From an optimization exercise on the open Yosys and OpenROAD flow, aimed at small area and a short achievable clock period; shortcuts taken in it are not production practice.
RTL that was checked went through simulation tests only; none was proved equivalent to the original.
No activity file was given, so power comes from the tool's default toggle rates.

==> exp/yarrow <==
Design fp16, start of the top module:
module fp16(
	input clk_50,reset_50,
	input [15:0] x_50,y_50,
	output [15:0] m_50,a_50
	);
export LEC_CHECK = 0
export CAP_MARGIN = 20
export CORE_MARGIN = 2
export CORE_UTILIZATION = 40
export CTS_BUF_LIST = sky130_fd_sc_hd__clkbuf_4 sky130_fd_sc_hd__clkbuf_8
export PLACE_DENSITY = 0.6
export SETUP_SLACK_MARGIN = 2.5
export SLEW_MARGIN = 20
export SYNTH_HIERARCHICAL = 1
export SYNTH_MINIMUM_KEEP_SIZE = 0
create_clock -name core_clock -period 6.0 [get_ports {clk_50}]
standard.sh (not shown) runs the stock make flow with config.mk's settings and CLKGATE_MAP_FILE= SYNTH_SCRIPT=/design/flow/synth_recipe.tcl, a recipe that flattens the netlist after the stock synthesis.
==> flow/flow/run.sh <==
#!/bin/bash
set -e
export BUFFER_PORTS_ARGS="-buffer_cell sky130_fd_sc_hd__buf_1"
bash standard.sh > standard.log 2>&1
==> exp/violet: changes against exp/yarrow <==
--- a/flow/design.v
+++ b/flow/design.v
@@ -13,59 +13,64 @@
 end
 assign z = {1'b0, q};
 endmodule
 module fp16(
 	input clk_50,reset_50,
 	input [15:0] x_50,y_50,
 	output [15:0] m_50,a_50
 	);
+wire [12:0] Yx = {1'b1, y_50[9:0], 1'b0};	 
+wire [4:0]  one_d, two_d, neg_d;
+genvar gk;
+generate for (gk = 0; gk < 5; gk = gk + 1) begin : g_enc
+	wire ym1 = Yx[2*gk], y0 = Yx[2*gk+1], yp1 = Yx[2*gk+2];
+	assign one_d[gk] = y0 ^ ym1;
+	assign two_d[gk] = (yp1 & ~y0 & ~ym1) | (~yp1 & y0 & ym1);
+	assign neg_d[gk] = yp1;
+end endgenerate
 reg        s1_s;
 reg  [4:0] s1_e;
-reg  [9:0] s1_xm, s1_ym;
+reg  [9:0] s1_xm;
+reg  [4:0] s1_one, s1_two, s1_neg;
+reg        s1_y9;
 reg        s1_nz;
 always @(posedge clk_50) begin
-	s1_s  <= x_50[15] ^ y_50[15];
-	s1_e  <= x_50[14:10] + y_50[14:10] + 5'd17;	 
-	s1_xm <= x_50[9:0];
-	s1_ym <= y_50[9:0];
+	s1_s   <= x_50[15] ^ y_50[15];
+	s1_e   <= x_50[14:10] + y_50[14:10] + 5'd17;	 
+	s1_xm  <= x_50[9:0];
+	s1_one <= one_d;
+	s1_two <= two_d;
+	s1_neg <= neg_d;
+	s1_y9  <= y_50[9];
 end
 always @(posedge clk_50 or posedge reset_50) begin
 	if (reset_50) s1_nz <= 1'b0;
 	else          s1_nz <= (x_50 != 16'h0000) && (y_50 != 16'h0000);
 end
 wire [11:0] X  = {2'b01, s1_xm};
-wire [12:0] Yx = {1'b1, s1_ym, 1'b0};	 
-wire [4:0]  one, two, pneg, nneg;
+wire [4:0]  one = s1_one, two = s1_two, pneg = s1_neg, nneg = ~s1_neg;
 wire [11:0] nb0, nb1, nb2, nb3, nb4, nb5;
 wire [12:0] X2 = {X, 1'b0};
-genvar gk;
-generate for (gk = 0; gk < 5; gk = gk + 1) begin : g_enc
-	wire ym1 = Yx[2*gk], y0 = Yx[2*gk+1], yp1 = Yx[2*gk+2];
-	assign one[gk]  = y0 ^ ym1;
-	assign two[gk]  = (yp1 & ~y0 & ~ym1) | (~yp1 & y0 & ym1);
-	assign pneg[gk] = yp1;
-	assign nneg[gk] = ~yp1;
-end endgenerate
 wire [11:0] nbr [0:4];
 genvar gj;
 generate for (gk = 0; gk < 5; gk = gk + 1) begin : g_row
 	assign nbr[gk][0]  = ~((one[gk] & X[0]) ^ pneg[gk]);
 	for (gj = 1; gj < 10; gj = gj + 1) begin : g_sel
 		fp16_bsel u_sel (.one(one[gk]), .two(two[gk]), .neg(pneg[gk]), .a(X[gj]), .b(X[gj-1]), .nb(nbr[gk][gj]));
 	end
 	assign nbr[gk][10] = ~((one[gk] | two[gk] & X[9]) ^ pneg[gk]);
 	assign nbr[gk][11] = ~(two[gk] ^ pneg[gk]);
 end endgenerate
 assign nb0 = nbr[0];
 assign nb1 = nbr[1];
 assign nb2 = nbr[2];
 assign nb3 = nbr[3];
 assign nb4 = nbr[4];
-assign nb5 = ~(s1_ym[9] ? X2[11:0] : X);
+assign nb5 = ~(s1_y9 ? X2[11:0] : X);
 wire ts0, tc0;
 assign ts0 = ~(nneg[3] ^ nb0[6]);
 assign tc0 = nneg[3] | nb0[6];
 wire ts1, tc1;
 assign ts1 = ~(nb0[7] ^ nb1[5]);
 assign tc1 = nb0[7] | nb1[5];
 wire ts2, tc2;
 fp16_fa u_fa2 (.a(nneg[4]), .b(nb0[8]), .c(nb1[6]), .s(ts2), .co(tc2));
@@ -181,31 +186,60 @@
 fp16_fa u_fa52 (.a(tc19), .b(ts34), .c(tc33), .s(ts52), .co(tc52));
 wire ts53, tc53;
 fp16_fa u_fa53 (.a(nb4[11]), .b(ts35), .c(tc34), .s(ts53), .co(tc53));
 wire ts54, tc54;
 fp16_fa u_fa54 (.a(pneg[4]), .b(nb5[10]), .c(tc35), .s(ts54), .co(tc54));
 wire ts55, tc55;
 assign ts55 = ~(1'b0 ^ nb5[11]);
 assign tc55 = 1'b0 | nb5[11];
-wire [21:0] nra = {tc54, tc53, tc52, tc51, tc50, tc49, tc48, tc47, tc46, tc45, tc44, tc43, tc42, tc41, tc40, tc39, tc38, tc37, tc36, ts36, nb0[1], nneg[0]};
-wire [21:0] nrb = {ts55, ts54, ts53, ts52, ts51, ts50, ts49, ts48, ts47, ts46, ts45, ts44, ts43, ts42, ts41, ts40, ts39, ts38, ts37, nb1[0], 1'b1, nb0[0]};
-wire [21:0] np  = nra + nrb + 22'd1;
-wire [21:0] p   = ~np;
-wire       hi  = p[21];
-wire       sa  = s1_nz & hi;
-wire       sb  = s1_nz & ~hi;
-wire [4:0] e1  = s1_e + 5'd1;
-wire [14:0] mag = ({15{sa}} & {e1, p[20:11]}) | ({15{sb}} & {s1_e, p[19:10]});
-wire [15:0] m_d = {s1_nz & s1_s, mag};
-reg [15:0] m_q;
+wire [21:0] ra = ~{tc54, tc53, tc52, tc51, tc50, tc49, tc48, tc47, tc46, tc45, tc44, tc43, tc42, tc41, tc40, tc39, tc38, tc37, tc36, ts36, nb0[1], nneg[0]};
+wire [21:0] rb = ~{ts55, ts54, ts53, ts52, ts51, ts50, ts49, ts48, ts47, ts46, ts45, ts44, ts43, ts42, ts41, ts40, ts39, ts38, ts37, nb1[0], 1'b1, nb0[0]};
+wire [10:0] lo = {1'b0, ra[9:0]} + {1'b0, rb[9:0]};
+wire [11:0] pd = ra[21:10] ^ rb[21:10];
+wire [11:0] gd = ra[21:10] & rb[21:10];
+reg [11:0] s2_p, s2_g;
+reg        s2_c;
+reg        s2_s;
+reg  [4:0] s2_e;
+reg        s2_nz;
+always @(posedge clk_50) begin
+	s2_p <= pd;
+	s2_g <= gd;
+	s2_c <= lo[10];
+	s2_s <= s1_s;
+	s2_e <= s1_e;
+end
 always @(posedge clk_50 or posedge reset_50) begin
-	if (reset_50) m_q <= 16'h0000;
-	else          m_q <= m_d;
-end
+	if (reset_50) s2_nz <= 1'b0;
+	else          s2_nz <= s1_nz;
+end
+wire [12:0] kg [0:4];
+wire [12:0] kp [0:4];
+assign kg[0] = {s2_g, s2_c};
+assign kp[0] = {s2_p, 1'b0};
+genvar gl, gi;
+generate for (gl = 0; gl < 4; gl = gl + 1) begin : g_lvl
+	for (gi = 0; gi < 13; gi = gi + 1) begin : g_pos
+		if (gi >= (1 << gl)) begin : g_node
+			assign kg[gl+1][gi] = kg[gl][gi] | (kp[gl][gi] & kg[gl][gi-(1<<gl)]);
+			assign kp[gl+1][gi] = kp[gl][gi] & kp[gl][gi-(1<<gl)];
+		end else begin : g_pass
+			assign kg[gl+1][gi] = kg[gl][gi];
+			assign kp[gl+1][gi] = kp[gl][gi];
+		end
+	end
+end endgenerate
+wire [11:0] p = s2_p ^ kg[4][11:0];	 
+wire       hi  = p[11];
+wire       sa  = s2_nz & hi;
+wire       sb  = s2_nz & ~hi;
+wire [4:0] e1  = s2_e + 5'd1;
+wire [14:0] mag = ({15{sa}} & {e1, p[10:1]}) | ({15{sb}} & {s2_e, p[9:0]});
+wire [15:0] m_q = {s2_nz & s2_s, mag};
 assign m_50 = m_q;
 reg c0, c1;
 wire ph0 = ~(c0 | c1);
 always @(posedge clk_50 or posedge reset_50) begin
 	if (reset_50) begin
 		c0 <= 1'b0;
 		c1 <= 1'b0;
 	end else begin
- SETUP_SLACK_MARGIN: 2.5 -> 1.5
==> exp/garnet: changes against exp/yarrow <==
--- a/flow/design.v
+++ b/flow/design.v
@@ -13,59 +13,64 @@
 end
 assign z = {1'b0, q};
 endmodule
 module fp16(
 	input clk_50,reset_50,
 	input [15:0] x_50,y_50,
 	output [15:0] m_50,a_50
 	);
+wire [12:0] Yx = {1'b1, y_50[9:0], 1'b0};	 
+wire [4:0]  one_d, two_d, neg_d;
+genvar gk;
+generate for (gk = 0; gk < 5; gk = gk + 1) begin : g_enc
+	wire ym1 = Yx[2*gk], y0 = Yx[2*gk+1], yp1 = Yx[2*gk+2];
+	assign one_d[gk] = y0 ^ ym1;
+	assign two_d[gk] = (yp1 & ~y0 & ~ym1) | (~yp1 & y0 & ym1);
+	assign neg_d[gk] = yp1;
+end endgenerate
 reg        s1_s;
 reg  [4:0] s1_e;
-reg  [9:0] s1_xm, s1_ym;
+reg  [9:0] s1_xm;
+reg  [4:0] s1_one, s1_two, s1_neg;
+reg        s1_y9;
 reg        s1_nz;
 always @(posedge clk_50) begin
-	s1_s  <= x_50[15] ^ y_50[15];
-	s1_e  <= x_50[14:10] + y_50[14:10] + 5'd17;	 
-	s1_xm <= x_50[9:0];
-	s1_ym <= y_50[9:0];
+	s1_s   <= x_50[15] ^ y_50[15];
+	s1_e   <= x_50[14:10] + y_50[14:10] + 5'd17;	 
+	s1_xm  <= x_50[9:0];
+	s1_one <= one_d;
+	s1_two <= two_d;
+	s1_neg <= neg_d;
+	s1_y9  <= y_50[9];
 end
 always @(posedge clk_50 or posedge reset_50) begin
 	if (reset_50) s1_nz <= 1'b0;
 	else          s1_nz <= (x_50 != 16'h0000) && (y_50 != 16'h0000);
 end
 wire [11:0] X  = {2'b01, s1_xm};
-wire [12:0] Yx = {1'b1, s1_ym, 1'b0};	 
-wire [4:0]  one, two, pneg, nneg;
+wire [4:0]  one = s1_one, two = s1_two, pneg = s1_neg, nneg = ~s1_neg;
 wire [11:0] nb0, nb1, nb2, nb3, nb4, nb5;
 wire [12:0] X2 = {X, 1'b0};
-genvar gk;
-generate for (gk = 0; gk < 5; gk = gk + 1) begin : g_enc
-	wire ym1 = Yx[2*gk], y0 = Yx[2*gk+1], yp1 = Yx[2*gk+2];
-	assign one[gk]  = y0 ^ ym1;
-	assign two[gk]  = (yp1 & ~y0 & ~ym1) | (~yp1 & y0 & ym1);
-	assign pneg[gk] = yp1;
-	assign nneg[gk] = ~yp1;
-end endgenerate
 wire [11:0] nbr [0:4];
 genvar gj;
 generate for (gk = 0; gk < 5; gk = gk + 1) begin : g_row
 	assign nbr[gk][0]  = ~((one[gk] & X[0]) ^ pneg[gk]);
 	for (gj = 1; gj < 10; gj = gj + 1) begin : g_sel
 		fp16_bsel u_sel (.one(one[gk]), .two(two[gk]), .neg(pneg[gk]), .a(X[gj]), .b(X[gj-1]), .nb(nbr[gk][gj]));
 	end
 	assign nbr[gk][10] = ~((one[gk] | two[gk] & X[9]) ^ pneg[gk]);
 	assign nbr[gk][11] = ~(two[gk] ^ pneg[gk]);
 end endgenerate
 assign nb0 = nbr[0];
 assign nb1 = nbr[1];
 assign nb2 = nbr[2];
 assign nb3 = nbr[3];
 assign nb4 = nbr[4];
-assign nb5 = ~(s1_ym[9] ? X2[11:0] : X);
+assign nb5 = ~(s1_y9 ? X2[11:0] : X);
 wire ts0, tc0;
 assign ts0 = ~(nneg[3] ^ nb0[6]);
 assign tc0 = nneg[3] | nb0[6];
 wire ts1, tc1;
 assign ts1 = ~(nb0[7] ^ nb1[5]);
 assign tc1 = nb0[7] | nb1[5];
 wire ts2, tc2;
 fp16_fa u_fa2 (.a(nneg[4]), .b(nb0[8]), .c(nb1[6]), .s(ts2), .co(tc2));
@@ -181,31 +186,60 @@
 fp16_fa u_fa52 (.a(tc19), .b(ts34), .c(tc33), .s(ts52), .co(tc52));
 wire ts53, tc53;
 fp16_fa u_fa53 (.a(nb4[11]), .b(ts35), .c(tc34), .s(ts53), .co(tc53));
 wire ts54, tc54;
 fp16_fa u_fa54 (.a(pneg[4]), .b(nb5[10]), .c(tc35), .s(ts54), .co(tc54));
 wire ts55, tc55;
 assign ts55 = ~(1'b0 ^ nb5[11]);
 assign tc55 = 1'b0 | nb5[11];
-wire [21:0] nra = {tc54, tc53, tc52, tc51, tc50, tc49, tc48, tc47, tc46, tc45, tc44, tc43, tc42, tc41, tc40, tc39, tc38, tc37, tc36, ts36, nb0[1], nneg[0]};
-wire [21:0] nrb = {ts55, ts54, ts53, ts52, ts51, ts50, ts49, ts48, ts47, ts46, ts45, ts44, ts43, ts42, ts41, ts40, ts39, ts38, ts37, nb1[0], 1'b1, nb0[0]};
-wire [21:0] np  = nra + nrb + 22'd1;
-wire [21:0] p   = ~np;
-wire       hi  = p[21];
-wire       sa  = s1_nz & hi;
-wire       sb  = s1_nz & ~hi;
-wire [4:0] e1  = s1_e + 5'd1;
-wire [14:0] mag = ({15{sa}} & {e1, p[20:11]}) | ({15{sb}} & {s1_e, p[19:10]});
-wire [15:0] m_d = {s1_nz & s1_s, mag};
-reg [15:0] m_q;
+wire [21:0] ra = ~{tc54, tc53, tc52, tc51, tc50, tc49, tc48, tc47, tc46, tc45, tc44, tc43, tc42, tc41, tc40, tc39, tc38, tc37, tc36, ts36, nb0[1], nneg[0]};
+wire [21:0] rb = ~{ts55, ts54, ts53, ts52, ts51, ts50, ts49, ts48, ts47, ts46, ts45, ts44, ts43, ts42, ts41, ts40, ts39, ts38, ts37, nb1[0], 1'b1, nb0[0]};
+wire [10:0] lo = {1'b0, ra[9:0]} + {1'b0, rb[9:0]};
+wire [11:0] pd = ra[21:10] ^ rb[21:10];
+wire [11:0] gd = ra[21:10] & rb[21:10];
+reg [11:0] s2_p, s2_g;
+reg        s2_c;
+reg        s2_s;
+reg  [4:0] s2_e;
+reg        s2_nz;
+always @(posedge clk_50) begin
+	s2_p <= pd;
+	s2_g <= gd;
+	s2_c <= lo[10];
+	s2_s <= s1_s;
+	s2_e <= s1_e;
+end
 always @(posedge clk_50 or posedge reset_50) begin
-	if (reset_50) m_q <= 16'h0000;
-	else          m_q <= m_d;
-end
+	if (reset_50) s2_nz <= 1'b0;
+	else          s2_nz <= s1_nz;
+end
+wire [12:0] kg [0:4];
+wire [12:0] kp [0:4];
+assign kg[0] = {s2_g, s2_c};
+assign kp[0] = {s2_p, 1'b0};
+genvar gl, gi;
+generate for (gl = 0; gl < 4; gl = gl + 1) begin : g_lvl
+	for (gi = 0; gi < 13; gi = gi + 1) begin : g_pos
+		if (gi >= (1 << gl)) begin : g_node
+			assign kg[gl+1][gi] = kg[gl][gi] | (kp[gl][gi] & kg[gl][gi-(1<<gl)]);
+			assign kp[gl+1][gi] = kp[gl][gi] & kp[gl][gi-(1<<gl)];
+		end else begin : g_pass
+			assign kg[gl+1][gi] = kg[gl][gi];
+			assign kp[gl+1][gi] = kp[gl][gi];
+		end
+	end
+end endgenerate
+wire [11:0] p = s2_p ^ kg[4][11:0];	 
+wire       hi  = p[11];
+wire       sa  = s2_nz & hi;
+wire       sb  = s2_nz & ~hi;
+wire [4:0] e1  = s2_e + 5'd1;
+wire [14:0] mag = ({15{sa}} & {e1, p[10:1]}) | ({15{sb}} & {s2_e, p[9:0]});
+wire [15:0] m_q = {s2_nz & s2_s, mag};
 assign m_50 = m_q;
 reg c0, c1;
 wire ph0 = ~(c0 | c1);
 always @(posedge clk_50 or posedge reset_50) begin
 	if (reset_50) begin
 		c0 <= 1'b0;
 		c1 <= 1'b0;
 	end else begin
==> comparison table <==
item	exp/violet	exp/yarrow	exp/garnet
Status	finished clean	finished clean	finished clean
Post-synthesis compound-gate area fraction	15.9%	22.6%	15.9%
Min setup slack post-route	1770 ps	1350 ps	2210 ps
Origin of the worst min-delay path	s1_e[1]$_DFF_P_	c0$_DFF_PP0_	s1_e[1]$_DFF_P_
Post-CTS repair timing setup buffer count	0	46	17
Total number of placement rows	43	44	43
Placed Cells	762	802	762
Met3 usage in global routing	3.21%	4.08%	3.21%
Post-route total power	2780 uW	4880 uW	3170 uW
Fraction of standard cell area that is sequential	27.9%	19.2%	26.2%
Total placed instance area	6140 sq um	6380 sq um	6140 sq um
Filler instances	1336	1222	1283
Post-cts sizing count	0	41	30
Avg Cell Area, Syn	11.0 sq um	10.2 sq um	11.0 sq um
Met1 global-route usage	22.2%	25.4%	22.8%
Switching power share of the total	43.2%	48.3%	42.6%
Sequential power share	32.8%	13.6%	28.9%
Post-synthesis share of cell area spent on full adders, half adders and majority gates	24.1%	23.6%	24.1%
Final hold slack	330 ps	410 ps	330 ps
Distinct cell type count of the synthesized netlist	48	68	48
Endpoint class of the critical path	output pin	register	output pin
Function not checked in exp/yarrow: the RTL went through the layout flow alone.

## what the ideal ports hide
No port has a modelled driver above. Below, the same layouts with a new extraction and two added sets of constraints. Step 1 (the two cells are an assumption about what drives the block):
set clk [get_ports {clk_50}]
set_driving_cell -lib_cell sky130_fd_sc_hd__clkbuf_16 $clk
set_driving_cell -lib_cell sky130_fd_sc_hd__buf_2 [delete_from_list [all_inputs] $clk]
Step 2 times the ports against the registers' clock, not the clock port: input delays grow and output delays shrink by t, the midpoint of the rising clock arrivals with the driver on. Slacks: ideal ports / drivers / drivers and shift; pairs: ideal ports / drivers.
| run | t, ns | slack for setup (ns) | clock arrival spread, ns |
|---|---|---|---|
| exp/yarrow | 0.397 | 1.349 / 1.349 / 1.349 | 0.010 / 0.009 |
| exp/violet | 0.394 | 1.773 / 1.741 / 2.135 | 0.016 / 0.015 |
| exp/garnet | 0.393 | 2.211 / 2.180 / 2.573 | 0.015 / 0.015 |
After both steps setup and hold are still met in every run listed.
